This is an optimization exercise on Yosys and OpenROAD, whose aim is small area and a short achievable clock period, not a production implementation. The RTL was checked by simulation tests, not by an equivalence proof against the original design. Power figures rest on the tool's default switching activity, not on a simulated workload.

==> flow/design.v (excerpt) <==
module TLB(
    input clk,
    input reset,
    output io_req_ready,
    input  io_req_valid,
    input [6:0] io_req_bits_asid,
    input [27:0] io_req_bits_vpn,
    input  io_req_bits_passthrough,
    input  io_req_bits_instruction,
    input  io_req_bits_store,
    output io_resp_miss,
    output[19:0] io_resp_ppn,
    output io_resp_xcpt_ld,
    output io_resp_xcpt_st,
    output io_resp_xcpt_if,
    output[7:0] io_resp_hit_idx,
    input  io_ptw_req_ready,
    output io_ptw_req_valid,
    output[26:0] io_ptw_req_bits_addr,
    output[1:0] io_ptw_req_bits_prv,
    output io_ptw_req_bits_store,
    output io_ptw_req_bits_fetch,
    input  io_ptw_resp_valid,
    input  io_ptw_resp_bits_error,
    input [19:0] io_ptw_resp_bits_pte_ppn,
    input [2:0] io_ptw_resp_bits_pte_reserved_for_software,
    input  io_ptw_resp_bits_pte_d,
    input  io_ptw_resp_bits_pte_r,
    input [3:0] io_ptw_resp_bits_pte_typ,
    input  io_ptw_resp_bits_pte_v,
    input  io_ptw_status_sd,
    input [30:0] io_ptw_status_zero2,
    input  io_ptw_status_sd_rv32,
    input [8:0] io_ptw_status_zero1,
    input [4:0] io_ptw_status_vm,
    input  io_ptw_status_mprv,
    input [1:0] io_ptw_status_xs,
    input [1:0] io_ptw_status_fs,
    input [1:0] io_ptw_status_prv3,
    input  io_ptw_status_ie3,
    input [1:0] io_ptw_status_prv2,
    input  io_ptw_status_ie2,
    input [1:0] io_ptw_status_prv1,
    input  io_ptw_status_ie1,
    input [1:0] io_ptw_status_prv,
    input  io_ptw_status_ie,
    input  io_ptw_invalidate
);
  reg [1:0]   state;           
  reg [32:0]  refill_tag;      
  reg [2:0]   refill_idx;
  reg         refill_store;
  reg         refill_fetch;
  reg [7:1]   plru;
  reg [7:0]   vb;
  reg [32:0]  tag [0:7];
  reg [19:0]  ppn [0:7];
  reg [7:0]   f_low, f_a, f_ws, f_xs, f_xu, f_nds, f_b;
  wire [1:0] priv = (io_ptw_status_mprv & ~io_req_bits_instruction) ?
                    io_ptw_status_prv1 : io_ptw_status_prv;
  wire priv_s = (priv == 2'h1);
  ...
==> flow/config.mk <==
export PLATFORM = sky130hd
export DESIGN_NAME = TLB
export DESIGN_NICKNAME = TLB
export VERILOG_FILES = /design/flow/design.v
export SDC_FILE = /design/flow/constraint.sdc
export NUM_CORES = 4
export LEC_CHECK = 0
export CAP_MARGIN = 20
export CORE_MARGIN = 2
export CORE_UTILIZATION = 40
export CTS_BUF_LIST = sky130_fd_sc_hd__clkbuf_8 sky130_fd_sc_hd__clkbuf_16
export CTS_CLUSTER_DIAMETER = 100
export CTS_CLUSTER_SIZE = 20
export SETUP_SLACK_MARGIN = 2.8
export SLEW_MARGIN = 20
export SYNTH_HIERARCHICAL = 1
==> flow/constraint.sdc <==
create_clock -name core_clock -period 6.5 [get_ports {clk}]
set_input_delay 1.3000 -clock core_clock [delete_from_list [all_inputs] [get_ports {clk}]]
set_output_delay 1.3000 -clock core_clock [all_outputs]
set_load 0.01 [all_outputs]
standard.sh (not shown) runs the stock make flow with config.mk's settings and CLKGATE_MAP_FILE= SYNTH_SCRIPT=/design/flow/synth_recipe.tcl, a recipe that flattens the netlist after the stock synthesis.
==> flow/flow/run.sh <==
#!/bin/bash
# The standard layout flow, except that:
#  - the buffers put on the input and output ports are sky130_fd_sc_hd__buf_1
#    cells instead of the default delay buffer (timing repair resizes the ones
#    on critical paths);
#  - clock tree synthesis uses clkbuf_8 buffers for clusters of up to 20
#    flip-flops and inserts no dummy loads.
# The full output of the flow goes to standard.log in the folder this runs in.
set -euo pipefail
export BUFFER_PORTS_ARGS="-buffer_cell sky130_fd_sc_hd__buf_1"
export CTS_ARGS="-sink_clustering_enable -repair_clock_nets -dont_use_dummy_load -buf_list sky130_fd_sc_hd__clkbuf_8 -sink_clustering_size 20 -sink_clustering_max_diameter 80"
bash standard.sh > standard.log 2>&1
The first run finished clean.
Change:
==> flow/flow/run.sh (replaced) <==
#!/bin/bash
# The standard layout flow, except that:
#  - the buffers put on the input and output ports are sky130_fd_sc_hd__buf_1
#    cells instead of the default delay buffer (timing repair resizes the ones
#    on critical paths);
#  - clock tree synthesis uses clkbuf_8 buffers for clusters of up to 16
#    flip-flops and inserts no dummy loads.
# The full output of the flow goes to standard.log in the folder this runs in.
set -euo pipefail
export BUFFER_PORTS_ARGS="-buffer_cell sky130_fd_sc_hd__buf_1"
export CTS_ARGS="-sink_clustering_enable -repair_clock_nets -dont_use_dummy_load -buf_list sky130_fd_sc_hd__clkbuf_8 -sink_clustering_size 16 -sink_clustering_max_diameter 70"
bash standard.sh > standard.log 2>&1
- SETUP_SLACK_MARGIN: 2.8 -> 1.8
After rerunning: The changed run passed the timing, DRC and antenna checks; final area decreases by 10%; via count decreases by about 2.7%; sequential share of layout area increases by 6.5 points; maximum frequency decreases by 4.3%.
Change:
- SETUP_SLACK_MARGIN: 1.8 -> 2.2
After rerunning: Total power rises by 1.3%; die area does not change; final cell count rises by about 1.8%; via count rises by about 2%; register-to-register slack degrades by 0.05 ns; sequential share of layout area falls by 3.5 points; critical path depth rises by 1; clock power stays flat; count of clock-buffer cells in the layout is unchanged; global-route usage rises by 0.30 points; worst hold slack hardly moves.
Change:
- SETUP_SLACK_MARGIN: 2.2 -> 1.4
Effect: Utilization decreases by 3.2 points. Routed wire length decreases by 2.6%. Cell count decreases by 2.4%. Clock skew increases by 0.0057 ns. Sequential power hardly moves. Global-route usage decreases by 0.35 points. First-iteration DRC count decreases by 12%. Critical path depth decreases by 1.


Starting RTL as in the previous note.
clock: 6.5 ns
lec_check: 0
cap_margin: 20
core_margin: 2
core_utilization: 40
cts_buf_list: sky130_fd_sc_hd__clkbuf_8 sky130_fd_sc_hd__clkbuf_16
cts_cluster_diameter: 100
cts_cluster_size: 20
setup_slack_margin: 2.0
slew_margin: 20
synth_hierarchical: 1
==> flow/flow/run.sh <==
#!/bin/bash
# The standard layout flow, except that:
#  - the buffers put on the input and output ports are sky130_fd_sc_hd__buf_1
#    cells instead of the default delay buffer (timing repair resizes the ones
#    on critical paths);
#  - clock tree synthesis uses clkbuf_8 buffers for clusters of up to 16
#    flip-flops and inserts no dummy loads.
# The full output of the flow goes to standard.log in the folder this runs in.
set -euo pipefail
export BUFFER_PORTS_ARGS="-buffer_cell sky130_fd_sc_hd__buf_1"
export CTS_ARGS="-sink_clustering_enable -repair_clock_nets -dont_use_dummy_load -buf_list sky130_fd_sc_hd__clkbuf_8 -sink_clustering_size 16 -sink_clustering_max_diameter 70"
bash standard.sh > standard.log 2>&1
The starting point went through all stages and came out clean.
Change:
- CORE_UTILIZATION: 40 -> 55
- SETUP_SLACK_MARGIN: 2.0 -> 1.8
- The changed run finished clean
- design area is lower by 3.5%
- hold slack improves by 0.0080 ns
- via count is lower by 1.4%
- worst setup slack degrades by 0.15 ns
- utilization is higher by 15 points
- global-route usage is higher by 7.0 points
- fmax is lower by 3.3%
- synthesized cell count stays the same
- critical path depth does not change
- sequential power is about the same


Another version of the RTL of TLB (not shown whole).
Size in the first run: roughly 540 flip-flops, roughly 200 I/O pins, roughly 22000 um2 of cells after synthesis.
==> flow/config.mk <==
export PLATFORM = sky130hd
export DESIGN_NAME = TLB
export DESIGN_NICKNAME = TLB
export VERILOG_FILES = /design/flow/design.v
export SDC_FILE = /design/flow/constraint.sdc
export NUM_CORES = 4
export LEC_CHECK = 0
export CAP_MARGIN = 20
export CORE_MARGIN = 2
export CORE_UTILIZATION = 40
export CTS_BUF_LIST = sky130_fd_sc_hd__clkbuf_8
export CTS_CLUSTER_SIZE = 30
export SETUP_SLACK_MARGIN = 2.8
export SLEW_MARGIN = 20
==> flow/constraint.sdc <==
create_clock -name core_clock -period 6.5 [get_ports {clk}]
set_input_delay 1.3000 -clock core_clock [delete_from_list [all_inputs] [get_ports {clk}]]
set_output_delay 1.3000 -clock core_clock [all_outputs]
set_load 0.01 [all_outputs]
run.sh (not shown) runs the stock make flow with config.mk's settings and CLKGATE_MAP_FILE= SYNTH_SCRIPT=/design/flow/synth_recipe.tcl, a recipe that flattens the netlist after the stock synthesis.
Stock flow here: none of the scripts above is used.
Then changed:
- CORE_UTILIZATION: 40 -> 65
- CTS_BUF_LIST: sky130_fd_sc_hd__clkbuf_8 -> default
- CTS_CLUSTER_SIZE: 30 -> default
- PLACE_DENSITY: default -> 0.75
Result: The new run finished with timing, DRC and antenna clean. Power grows by a few percent. Wire length rises by a few percent. Design area goes down slightly. Via count increases by a little under a tenth. Non-clock buffer count climbs by 5. Cell count went down by about a fifth. Clock skew goes down by 0.018 ns. Sequential power is about the same. Synthesized cell count stays the same.
Then changed:
- CORE_UTILIZATION: 65 -> 40
- PLACE_DENSITY: 0.75 -> default
- SETUP_SLACK_MARGIN: 2.8 -> 2.0
Clock skew fell by 0.012 ns.
Final area rose by 2.0%.
Via count fell by 6.8%.
Global-route usage fell by 14 points.
Power fell by 1.3%.
First-iteration DRC count fell by 32%.
Synthesized cell count stays the same.
Cell count rose by 15%.
Die area rose by 61%.
Then changed:
- ABC_AREA: default -> 1
- CTS_BUF_LIST: default -> sky130_fd_sc_hd__clkbuf_8 sky130_fd_sc_hd__clkbuf_16
- CTS_CLUSTER_DIAMETER: default -> 100
- CTS_CLUSTER_SIZE: default -> 20
- SETUP_SLACK_MARGIN: 2.0 -> 2.8
Result:
- sequential share of layout area went down by 8.7 points
- die area went up by about a fifth
- wire length went up by well over a third
- total power went down slightly
- count of clock-buffer cells in the layout went down by 29
- non-clock buffer count went up by 100
- synthesized cell count went up by well over a third
- cell count went up by well over a third
- core utilization went up by 0.92 points


run 1:
Another version of the RTL of TLB (not shown whole).
Size in the first run: about 1,400 cells after synthesis, about 540 flip-flops, roughly 23,000 µm² of cells after synthesis.
==> flow/config.mk <==
export PLATFORM = sky130hd
export DESIGN_NAME = TLB
export DESIGN_NICKNAME = TLB
export VERILOG_FILES = /design/flow/design.v
export SDC_FILE = /design/flow/constraint.sdc
export NUM_CORES = 4
export LEC_CHECK = 0
export CAP_MARGIN = 20
export CORE_MARGIN = 2
export CORE_UTILIZATION = 40
export CTS_BUF_LIST = sky130_fd_sc_hd__clkbuf_8 sky130_fd_sc_hd__clkbuf_16
export CTS_CLUSTER_DIAMETER = 100
export CTS_CLUSTER_SIZE = 20
export SETUP_SLACK_MARGIN = 2.8
export SLEW_MARGIN = 20
export SYNTH_HIERARCHICAL = 1
==> flow/constraint.sdc <==
create_clock -name core_clock -period 6.5 [get_ports {clk}]
set_input_delay 1.3000 -clock core_clock [delete_from_list [all_inputs] [get_ports {clk}]]
set_output_delay 1.3000 -clock core_clock [all_outputs]
set_load 0.01 [all_outputs]
standard.sh (not shown) runs the stock make flow with config.mk's settings and CLKGATE_MAP_FILE= SYNTH_SCRIPT=/design/flow/synth_recipe.tcl, a recipe that flattens the netlist after the stock synthesis.
==> flow/flow/run.sh <==
#!/bin/bash
# The standard layout flow, except that the buffers put on the input and output
# ports are sky130_fd_sc_hd__buf_1 cells instead of the default delay buffer;
# timing repair resizes the ones on critical paths. The full output of the
# flow goes to standard.log in the folder this runs in.
set -euo pipefail
export BUFFER_PORTS_ARGS="-buffer_cell sky130_fd_sc_hd__buf_1"
bash standard.sh > standard.log 2>&1
In summary, run 1 completed successfully, with a layout that passed the timing, DRC and antenna checks.
Setup changes, run 1 to run 2
- clearing CTS_BUF_LIST, which used to be sky130_fd_sc_hd__clkbuf_8 sky130_fd_sc_hd__clkbuf_16
- clearing CTS_CLUSTER_SIZE, which used to be 20
- swapping 2.8 for 1.9 in SETUP_SLACK_MARGIN
- clearing CTS_CLUSTER_DIAMETER, which used to be 100
- putting PLACE_DENSITY at 0.8 where nothing was set
==> flow/flow/run.sh <==
#!/bin/bash
# The standard layout flow, except that:
#  - the buffers put on the input and output ports are sky130_fd_sc_hd__buf_1
#    cells instead of the default delay buffer (timing repair resizes the ones
#    on critical paths);
#  - clock tree synthesis uses clkbuf_8 buffers for clusters of up to 16
#    flip-flops and inserts no dummy loads;
#  - after global routing, cells on paths with the most slack are downsized
#    (ORFS power recovery on 70% of the paths with positive slack).
# The full output of the flow goes to standard.log in the folder this runs in.
set -euo pipefail
export BUFFER_PORTS_ARGS="-buffer_cell sky130_fd_sc_hd__buf_1"
export CTS_ARGS="-sink_clustering_enable -repair_clock_nets -dont_use_dummy_load -buf_list sky130_fd_sc_hd__clkbuf_8 -sink_clustering_size 16 -sink_clustering_max_diameter 70"
export RECOVER_POWER=70
bash standard.sh > standard.log 2>&1
==> run summary <==
Run 2 -> stages 100% | layout checks FAIL | capacitance limit, slew limit. In the final reports, the cell area of run 2 is smaller than that of run 1. Per the comparison of run 2 with run 1, clock-pin slew of the registers on the worst-case setup and hold paths shows no meaningful change; met2 wire length shows a reduction of 450 µm; total power shows a reduction of about 7%; area added between synthesis and finish shows a reduction of 6.6 points. Capture point of the worst path: io_resp_ppn[17] -> run 2, io_resp_ppn[12] -> run 1. Half-perimeter wire length of the detailed placement result on run 2 is up relative to run 1. The worst slew margin relative to its limit reported for run 2 is smaller than that of run 1 by 240 points. The standby leakage power reported for run 2 is smaller than that of run 1 by about 11%. Detailed-route wire length, run 2 vs run 1: down by a few percent.
What run 3 does differently from run 2 at the input level:
- SETUP_SLACK_MARGIN: 1.9 -> 2.1
- PLACE_DENSITY: 0.8 -> 0.85
- CORE_UTILIZATION: 40 -> 60
diff --git a/flow/flow/run.sh b/flow/flow/run.sh
--- a/flow/flow/run.sh
+++ b/flow/flow/run.sh
@@ -6,5 +6,3 @@
 #  - clock tree synthesis uses clkbuf_8 buffers for clusters of up to 16
-#    flip-flops and inserts no dummy loads;
-#  - after global routing, cells on paths with the most slack are downsized
-#    (ORFS power recovery on 70% of the paths with positive slack).
+#    flip-flops and inserts no dummy loads.
 # The full output of the flow goes to standard.log in the folder this runs in.
@@ -13,3 +11,2 @@
 export CTS_ARGS="-sink_clustering_enable -repair_clock_nets -dont_use_dummy_load -buf_list sky130_fd_sc_hd__clkbuf_8 -sink_clustering_size 16 -sink_clustering_max_diameter 70"
-export RECOVER_POWER=70
 bash standard.sh > standard.log 2>&1
Results
- Run 3: PASS, flow complete, no timing, DRC or antenna violations
- [run 3] core utilization rose 24 points relative to run 2
- Run 3 can be clocked faster than run 2.
- Lower power consumption goes to run 2 over run 3.
The following lists how run 4 was set up differently from run 3:
- PLACE_DENSITY: 0.85 -> unset
- CTS_CLUSTER_SIZE: unset -> 20
- SETUP_SLACK_MARGIN: 2.1 -> 1.8
- CTS_BUF_LIST: unset -> sky130_fd_sc_hd__clkbuf_8 sky130_fd_sc_hd__clkbuf_16
- CORE_UTILIZATION: 60 -> 40
- CTS_CLUSTER_DIAMETER: unset -> 100
## What came out
Summary of run 4 over run 3: critical path depth in cells moved up; wire length fell by about 0.4%.
[compare] base=run 3 new=run 4: die area now sits higher; routed length on met3 saw a decrease.
Run 4 against run 3: maximum frequency decreased by about 1.8% relative to the old numbers; post-synthesis to final-layout area growth went down by 2.7 points; final area saw a decrease; final cell count climbed 228; number of iterations in the first detailed-routing pass decreased by 1 relative to the old numbers.
For the total power of the final layout, run 4 came in 0.64% higher than run 3 did.
[inputs] run 5 vs run 4
- CTS_CLUSTER_DIAMETER no longer set, was 100
- PLACE_DENSITY now 0.8, previously not set
- CTS_CLUSTER_SIZE no longer set, was 20
- SETUP_SLACK_MARGIN now 1.9, was 1.8
- CTS_BUF_LIST no longer set, was sky130_fd_sc_hd__clkbuf_8 sky130_fd_sc_hd__clkbuf_16
## What came out
Max period utilization across run 5 and run 4: run 4. Run 5: worst setup slack higher than run 4. Compared with run 4, in run 5 final standard cell utilization of the core now sits higher; hold slack +0.016 ns. Of run 5 and run 4, the higher total detailed-routing wirelength belongs to run 4.
## Diff of input files: run 6 against run 5
- an added GPL_ROUTABILITY_DRIVEN of 0
Notes after the runs:
- Between run 6 and run 5, the adder and majority cell fraction of the synthesized area does not differ in any meaningful way.
- Run 6 against run 5: overall routed net length closely matched the old numbers; portion of the post-synthesis area used by sequential elements closely matched the old numbers; layout overhead on the synthesized area closely matched the old numbers; synthesized instance count closely matched the old numbers; clock period minus worst slack closely matched the old numbers.
- Going from run 5 to run 6, worst slack on hold paths ~0 delta, final standard cell count with taps included and fillers excluded level, worst setup slack barely changed.

[re-timing with driven ports]
In the flow no input, the clock included, has a driving cell. The finished layouts below were timed again as built, in two steps.
Step 1 assumes that a clkbuf_16 drives the clock port and a buf_2 every other input.
Step 2 times the ports against the registers' clock, not the clock port: input delays grow and output delays shrink by t, the midpoint of the rising clock arrivals with the driver on.
a / b / c = ideal ports / drivers / drivers and shift; a / b = the first two.
run | shift t [ns] | setup slack, ns | worst hold slack (ns) | worst setup path after step 2
the first run of note 1 | 0.645 | 2.075 / 2.029 / 2.029 | 0.484 / 0.484 / 0.484 | input to output
the second run of note 1 | 0.658 | 1.877 / 1.812 / 1.812 | 0.485 / 0.485 / 0.485 | input to output
the third run of note 1 | 0.667 | 2.064 / 1.928 / 1.928 | 0.486 / 0.486 / 0.486 | input to output
the fourth run of note 1 | 0.661 | 1.504 / 1.475 / 1.475 | 0.486 / 0.486 / 0.486 | input to output
the first run of note 2 | 0.661 | 2.033 / 2.002 / 2.002 | 0.488 / 0.488 / 0.488 | input to output
the second run of note 2 | 0.667 | 1.882 / 1.829 / 1.829 | 0.496 / 0.496 / 0.496 | input to output
the first run of note 3 | 0.722 | 1.539 / 1.507 / 1.507 | 0.484 / 0.484 / 0.484 | input to output
the second run of note 3 | 0.640 | 1.240 / 1.167 / 1.167 | 0.485 / 0.485 / 0.485 | input to output
the third run of note 3 | 0.663 | 1.453 / 1.418 / 1.418 | 0.493 / 0.493 / 0.493 | input to output
the fourth run of note 3 | 0.655 | 1.716 / 1.653 / 1.653 | 0.523 / 0.523 / 0.523 | input to output
run 1 | 0.651 | 1.929 / 1.901 / 1.901 | 0.480 / 0.480 / 0.480 | input to output
run 2 | 0.645 | 1.406 / 1.375 / 0.875 | 0.499 / 0.499 / 0.499 | input to register
run 3 | 0.624 | 1.951 / 1.905 / 1.905 | 0.486 / 0.486 / 0.486 | input to output
run 4 | 0.665 | 1.868 / 1.840 / 1.840 | 0.484 / 0.484 / 0.484 | input to output
run 5 | 0.647 | 1.898 / 1.866 / 1.866 | 0.500 / 0.500 / 0.500 | input to output
run 6 | 0.647 | 1.898 / 1.866 / 1.866 | 0.500 / 0.500 / 0.500 | input to output
The setup slack of run 2, which loses most, moves by -0.031 ns with the drivers and by -0.531 ns with both steps.
